From an optimization exercise on the open Yosys and OpenROAD flow, aimed at small area, a short achievable clock period and few clock cycles per item; shortcuts taken in it are not production practice. In this exercise RTL edits were held to simulation tests only and were not proved equivalent to the original. The flow treats the clock pin as an ideal source, which a real chip does not have. Power is estimated from default activity; no workload was simulated.

// sobel_gx_gy
module sobel_gx_gy#(
    parameter p_data_bits = 8
) (
    input wire i_clk,
    input wire i_rst,
    output wire busy_out,
    input wire valid_in,
    input wire [9*p_data_bits-1:0] data_in,
    output reg valid_out,
    output reg [p_data_bits-1:0] data_out_gx,
    output reg [p_data_bits-1:0] data_out_gy
);
wire [7:0] a00 = data_in[71:64];
wire [7:0] a10 = data_in[63:56];
wire [7:0] a20 = data_in[55:48];
wire [7:0] a01 = data_in[47:40];
wire [7:0] a21 = data_in[31:24];
wire [7:0] a02 = data_in[23:16];
wire [7:0] a12 = data_in[15:8];
wire [7:0] a22 = data_in[7:0];
assign busy_out = 1'b0;
wire tx1_s1 = a00[1] ^ a02[1] ^ a01[0];
wire tx1_c2 = (a00[1] & a02[1]) | (a00[1] & a01[0]) | (a02[1] & a01[0]);
wire tx2_s3 = a00[2] ^ a02[2] ^ a01[1];
wire tx2_c4 = (a00[2] & a02[2]) | (a00[2] & a01[1]) | (a02[2] & a01[1]);
wire tx2_s5 = a20[2] ^ a22[2];
wire tx2_c6 = a20[2] | a22[2];
wire tx3_s7 = a00[3] ^ a02[3] ^ a01[2];
  ...
clock: 4.2 ns
lec_check: 0
abc_area: 1
cap_margin: 20
core_margin: 2
core_utilization: 40
slew_margin: 20
standard.sh (not shown) runs the stock make flow with config.mk's settings and CLKGATE_MAP_FILE= SYNTH_SCRIPT=/design/flow/synth_recipe.tcl, a recipe that flattens the netlist after the stock synthesis.
==> flow/flow/run.sh <==
#!/bin/bash
# Standard ORFS layout, except that the port buffers are plain buf_1 cells
# instead of the resizer's default pick (a 10 um2 delay buffer).
set -euo pipefail
export BUFFER_PORTS_ARGS="-buffer_cell sky130_fd_sc_hd__buf_1"
bash standard.sh finish > orfs_flow.log 2>&1
Testbench counts at the start, summed over its fixed seeds: cycles 3,216, items 3,200.
Edit:
- CORE_UTILIZATION: 40 -> 65
Effect: Final cell count falls by 8.8%; die area is lower by 37%; routed wire length goes up by 3.0%; global-route usage increases by 9.1 points; utilization climbs by 29 points; worst setup slack barely changes; non-clock buffer count does not change; total power fell by 3.4%.
Edit:
- CORE_UTILIZATION: 65 -> 40
- CTS_CLUSTER_DIAMETER: default -> 200
- CTS_CLUSTER_SIZE: default -> 40
The new run completed with no timing, DRC or antenna violations.
Final area came out higher by a few percent.
Clock skew is about the same.
Non-clock buffer count does not change.
Combinational power stays flat.
Die area came out higher by well over a third.
Setup slack barely changes.
Synthesized area stays the same.
Critical path depth stays the same.
Cell count came out higher by roughly a tenth.
Edit:
- ABC_AREA: 1 -> default
- CTS_CLUSTER_DIAMETER: 200 -> default
- CTS_CLUSTER_SIZE: 40 -> default
After rerunning: Wire length shrinks by about 13%. Power went down by about 9%. Clock power came out lower by about 23%. Sequential power hardly moves. First-iteration DRC count drops by about 40%. Critical path depth fell by 2. Setup slack gets worse by 310 ps. Non-clock buffer count does not change.


sobel_gx_gy, a different RTL version from the one above (not shown whole).
Size in the first run: roughly 93 I/O pins, roughly 0.0036 mm2 of cells after synthesis.
export LEC_CHECK = 0
export ABC_AREA = 1
export CAP_MARGIN = 20
export CORE_MARGIN = 2
export CORE_UTILIZATION = 65
export SLEW_MARGIN = 20
create_clock -name core_clock -period 4.2 [get_ports {i_clk}]
==> flow/flow/run.sh <==
#!/bin/bash
# Standard ORFS layout with these changes:
#  - Yosys's synth runs with -noabc, so its generic ABC pass does not
#    restructure the written-out carry-save adders before extract_fa maps them
#    to full-adder cells (the registers and the final ABC mapping are as in
#    the standard synthesis);
#  - clock tree synthesis adds no dummy loads;
#  - the port buffers are plain buf_1 cells instead of the resizer's default
#    pick (a 10 um2 delay buffer);
#  - after clock tree synthesis, flow/skew.tcl puts a clock buffer in front of
#    the output registers, so their clock arrives a little later.  This gives
#    the register-to-register paths that end there more time; the input paths
#    are untouched, and the output paths only lose slack.
set -euo pipefail
export BUFFER_PORTS_ARGS="-buffer_cell sky130_fd_sc_hd__buf_1"
export SYNTH_ARGS="-noabc"
# ORFS cts.tcl arguments, plus -dont_use_dummy_load (no dummy clock loads)
export CTS_ARGS="-sink_clustering_enable -repair_clock_nets -dont_use_dummy_load"
R=orfs/results/sky130hd/sobel_gx_gy/base
bash standard.sh cts > orfs_to_cts.log 2>&1
SKEW_IN=$R/4_cts.odb SKEW_OUT=$R/4_cts_skew.odb SKEW_CELL=sky130_fd_sc_hd__clkbuf_4 \
  openroad -no_init -exit flow/skew.tcl > skew.log 2>&1
mv -f $R/4_cts_skew.odb $R/4_cts.odb
bash standard.sh finish > orfs_finish.log 2>&1
Other scripts of this flow, unchanged in this note and not shown: flow/flow/skew.tcl
Testbench counts at the start, summed over its fixed seeds: cycles 3,216, items 3,200.
Edit:
--- a/flow/config.mk
+++ b/flow/config.mk
@@ -11,2 +11,3 @@
 export CORE_UTILIZATION = 65
+export SETUP_SLACK_MARGIN = 2.6
 export SLEW_MARGIN = 20
Effect: Setup slack degrades by 62 ps. Final cell count grows by about 1.6%. Clock power grows by about 8%. Maximum frequency shrinks by 3.3%. Utilization grows by 16 points.
Edit:
--- a/flow/config.mk
+++ b/flow/config.mk
@@ -11,3 +11,3 @@
 export CORE_UTILIZATION = 65
-export SETUP_SLACK_MARGIN = 2.6
+export SETUP_SLACK_MARGIN = 2.45
 export SLEW_MARGIN = 20
Outcome:
- The new run finished with timing, DRC and antenna clean
- die area does not change
- utilization decreases by 7.3 points
- sequential cell count does not change
- final cell count goes down by 1.2%
- synthesized area stays the same
- wire length fell by 38%
- clock power fell by 9.6%
- power shrinks by 14%
- fmax came out higher by 3.3%
- critical path depth goes down by 5
- via count goes down by 16%


Another version of the RTL of sobel_gx_gy (not shown whole).
Size: ~280 cells after synthesis, roughly 93 I/O pins, ~3300 um^2 of cells after synthesis.
export LEC_CHECK = 0
export ABC_AREA = 1
export CAP_MARGIN = 20
export CORE_MARGIN = 2
export CORE_UTILIZATION = 55
export SLEW_MARGIN = 20
create_clock -name core_clock -period 4.2 [get_ports {i_clk}]
==> flow/flow/run.sh <==
#!/bin/bash
# Standard ORFS layout with these changes:
#  - Yosys's synth runs with -noabc, so its generic ABC pass does not
#    restructure the written-out carry-save adders before extract_fa maps them
#    to full-adder cells (the registers and the final ABC mapping are as in
#    the standard synthesis);
#  - clock tree synthesis adds no dummy loads;
#  - the port buffers are plain buf_1 cells instead of the resizer's default
#    pick (a 10 um2 delay buffer);
#  - after clock tree synthesis, flow/skew.tcl puts a clock buffer in front of
#    the output registers, so their clock arrives a little later.  This gives
#    the register-to-register paths that end there more time; the input paths
#    are untouched, and the output paths only lose slack;
#  - then flow/swap.tcl lets the resizer swap equivalent input pins (only that)
#    aiming at a period of about 1.6 ns.
# Each tool's output goes to a log file of its own in this folder.
set -euo pipefail
export BUFFER_PORTS_ARGS="-buffer_cell sky130_fd_sc_hd__buf_1"
export SYNTH_ARGS="-noabc"
# ORFS cts.tcl arguments, plus -dont_use_dummy_load (no dummy clock loads)
export CTS_ARGS="-sink_clustering_enable -repair_clock_nets -dont_use_dummy_load"
R=orfs/results/sky130hd/sobel_gx_gy/base
bash standard.sh cts > orfs_to_cts.log 2>&1
SKEW_IN=$R/4_cts.odb SKEW_OUT=$R/4_cts_skew.odb SKEW_CELL=sky130_fd_sc_hd__clkbuf_4 \
  openroad -no_init -exit flow/skew.tcl > skew.log 2>&1
SWAP_IN=$R/4_cts_skew.odb SWAP_SDC=$R/4_cts.sdc SWAP_OUT=$R/4_cts_swap.odb SWAP_MARGIN=2.6 \
  openroad -no_init -exit flow/swap.tcl > swap.log 2>&1
mv -f $R/4_cts_swap.odb $R/4_cts.odb
rm -f $R/4_cts_skew.odb
bash standard.sh finish > orfs_finish.log 2>&1
==> flow/flow/skew.tcl <==
# Delay the clock of the output registers (data_out_*, valid_out) by putting
# one clock buffer between each leaf clock net and the output registers on it
# (clkbuf_2, or SKEW_CELL for more than five registers).  These registers end
# the pipeline's internal register-to-register paths; the later clock gives
# those paths more time and leaves the input paths alone.
set odb_in  $::env(SKEW_IN)
set odb_out $::env(SKEW_OUT)
read_db $odb_in
set db [ord::get_db]
set block [ord::get_db_block]
set big   [$db findMaster $::env(SKEW_CELL)]
set small [$db findMaster sky130_fd_sc_hd__clkbuf_2]
set groups [dict create]
foreach inst [$block getInsts] {
  set n [$inst getName]
  if {[string match {data_out_g*} $n] || [string match {valid_out*} $n]} {
    set it [$inst findITerm CLK]
    if {$it eq "NULL" || $it eq ""} { continue }
    set net [$it getNet]
    dict lappend groups [$net getName] $it
  }
}
set k 0
dict for {netname iterms} $groups {
  set net [$block findNet $netname]
  set nn [odb::dbNet_create $block "skewnet_$k"]
  $nn setSigType CLOCK
  set cnt [llength $iterms]
  set m [expr {$cnt <= 5 ? $small : $big}]
  set buf [odb::dbInst_create $block $m "skewbuf_$k"]
  # place at the centroid of the sinks
  set sx 0; set sy 0
  foreach it $iterms {
    set bb [[$it getInst] getBBox]
    set sx [expr {$sx + [$bb xMin]}]; set sy [expr {$sy + [$bb yMin]}]
    $it disconnect
    $it connect $nn
  }
  $buf setLocation [expr {$sx / $cnt}] [expr {$sy / $cnt}]
  $buf setPlacementStatus PLACED
  [$buf findITerm A] connect $net
  [$buf findITerm X] connect $nn
  puts "skew: [$m getName] skewbuf_$k on $netname drives $cnt output registers"
  incr k
}
detailed_placement
check_placement
write_db $odb_out
Other scripts of this flow, unchanged in this note and not shown: flow/flow/swap.tcl
Testbench counts at the start, summed over its fixed seeds: cycles 3,216, items 3,200.
==> next run, changes <==
--- a/flow/flow/run.sh
+++ b/flow/flow/run.sh
@@ -9,10 +9,10 @@
 #    pick (a 10 um2 delay buffer);
 #  - after clock tree synthesis, flow/skew.tcl puts a clock buffer in front of
-#    the output registers, so their clock arrives a little later.  This gives
+#    the output registers (clkbuf_1, _2 or _4 by load), so their clock arrives
+#    a little later.  This gives
 #    the register-to-register paths that end there more time; the input paths
 #    are untouched, and the output paths only lose slack;
 #  - then flow/swap.tcl lets the resizer swap equivalent input pins (only that)
 #    aiming at a period of about 1.6 ns.
-# Each tool's output goes to a log file of its own in this folder.
 set -euo pipefail
 export BUFFER_PORTS_ARGS="-buffer_cell sky130_fd_sc_hd__buf_1"
@@ -22,5 +22,5 @@
 R=orfs/results/sky130hd/sobel_gx_gy/base
 bash standard.sh cts > orfs_to_cts.log 2>&1
-SKEW_IN=$R/4_cts.odb SKEW_OUT=$R/4_cts_skew.odb SKEW_CELL=sky130_fd_sc_hd__clkbuf_4 \
+SKEW_SMALL=1 SKEW_IN=$R/4_cts.odb SKEW_OUT=$R/4_cts_skew.odb SKEW_CELL=sky130_fd_sc_hd__clkbuf_4 \
   openroad -no_init -exit flow/skew.tcl > skew.log 2>&1
 SWAP_IN=$R/4_cts_skew.odb SWAP_SDC=$R/4_cts.sdc SWAP_OUT=$R/4_cts_swap.odb SWAP_MARGIN=2.6 \
==> flow/flow/skew.tcl (replaced) <==
# Delay the clock of the output registers (data_out_*, valid_out) by putting
# one clock buffer between each leaf clock net and the output registers on it.
# These registers end the pipeline's internal register-to-register paths; the
# later clock gives those paths more time and leaves the input paths alone.
set odb_in  $::env(SKEW_IN)
set odb_out $::env(SKEW_OUT)
set cell    $::env(SKEW_CELL)
read_db $odb_in
set db [ord::get_db]
set block [ord::get_db_block]
set master [$db findMaster $cell]
set groups [dict create]
foreach inst [$block getInsts] {
  set n [$inst getName]
  if {[string match {data_out_g*} $n] || [string match {valid_out*} $n]} {
    set it [$inst findITerm CLK]
    if {$it eq "NULL" || $it eq ""} { continue }
    set net [$it getNet]
    dict lappend groups [$net getName] $it
  }
}
set k 0
if {[info exists ::env(SKEW_SINGLE)]} {
  # one buffer for all output registers, fed from the leaf net that has most of them
  set best ""; set bn 0; set all {}
  dict for {netname iterms} $groups {
    set all [concat $all $iterms]
    if {[llength $iterms] > $bn} { set bn [llength $iterms]; set best $netname }
  }
  set groups [dict create $best $all]
}
dict for {netname iterms} $groups {
  set net [$block findNet $netname]
  set nn [odb::dbNet_create $block "skewnet_$k"]
  $nn setSigType CLOCK
  set cnt [llength $iterms]
  set m $master
  if {[info exists ::env(SKEW_SMALL)]} {
    # smaller buffers for the small groups
    if {$cnt <= 2} { set m [$db findMaster sky130_fd_sc_hd__clkbuf_1] } elseif {$cnt <= 5} { set m [$db findMaster sky130_fd_sc_hd__clkbuf_2] }
  }
  set buf [odb::dbInst_create $block $m "skewbuf_$k"]
  # place at the centroid of the sinks
  set sx 0; set sy 0
  foreach it $iterms {
    set inst [$it getInst]
    set bb [$inst getBBox]
    set sx [expr {$sx + [$bb xMin]}]; set sy [expr {$sy + [$bb yMin]}]
    $it disconnect
    $it connect $nn
  }
  set cnt [llength $iterms]
  $buf setLocation [expr {$sx / $cnt}] [expr {$sy / $cnt}]
  $buf setPlacementStatus PLACED
  [$buf findITerm A] connect $net
  [$buf findITerm X] connect $nn
  puts "skew: buffer skewbuf_$k on $netname drives $cnt output registers"
  incr k
}
detailed_placement
check_placement
write_db $odb_out
--- a/flow/config.mk
+++ b/flow/config.mk
@@ -9,4 +9,4 @@
 export CAP_MARGIN = 20
 export CORE_MARGIN = 2
-export CORE_UTILIZATION = 55
+export CORE_UTILIZATION = 65
 export SLEW_MARGIN = 20
After rerunning:
- register-to-register slack degrades by 0.02 ns
- setup slack degrades by 0.023 ns
- final area is about the same
- maximum frequency falls slightly
- sequential share of layout area is about the same
- clock-buffer cell count does not change
- wire length rises slightly
- clock power barely changes
- power rises slightly
- first-iteration DRC count rises by well over a third
- hold slack degrades by 0.012 ns

==> port drivers added, routing unchanged <==
Ports are ideal in the flow. The routed layouts listed here were re-timed in OpenROAD.
Step 1 sets driving cells, clkbuf_16 on the clock port and buf_2 on the other inputs (assumed; they add their load-dependent delay and slew).
Step 2 moves the port delays by t, midway between the first and last clock arrival at a register: inputs arrive t later, outputs are due t later. That takes back most of the time a late clock gives input paths.
Three values: no drivers, after step 1, after step 2; two values: the first two.
run | shift t [ns] | slack for setup (ns) | slew at the worst register clock pin (ns)
the first run of note 1 | 0.368 | 2.207 / 2.207 / 1.971 | 0.08 / 0.08
the second run of note 1 | 0.371 | 2.210 / 2.210 / 1.954 | 0.07 / 0.07
the third run of note 1 | 0.368 | 2.207 / 2.207 / 1.971 | 0.08 / 0.08
the fourth run of note 1 | 0.362 | 1.901 / 1.901 / 1.901 | 0.07 / 0.07
the first run of note 2 | 0.405 | 2.405 / 2.407 / 2.001 | 0.07 / 0.07
the second run of note 2 | 0.423 | 2.343 / 2.343 / 1.957 | 0.08 / 0.08
the third run of note 2 | 0.412 | 2.402 / 2.392 / 1.980 | 0.07 / 0.07
the first run of note 3 | 0.421 | 2.385 / 2.385 / 2.005 | 0.08 / 0.08
the second run of note 3 | 0.414 | 2.362 / 2.362 / 2.013 | 0.11 / 0.11
After both steps every run listed still meets setup and hold. For the third run of note 2, which loses most, drivers alone change the setup slack by -0.010 ns; drivers and shift together by -0.422 ns.
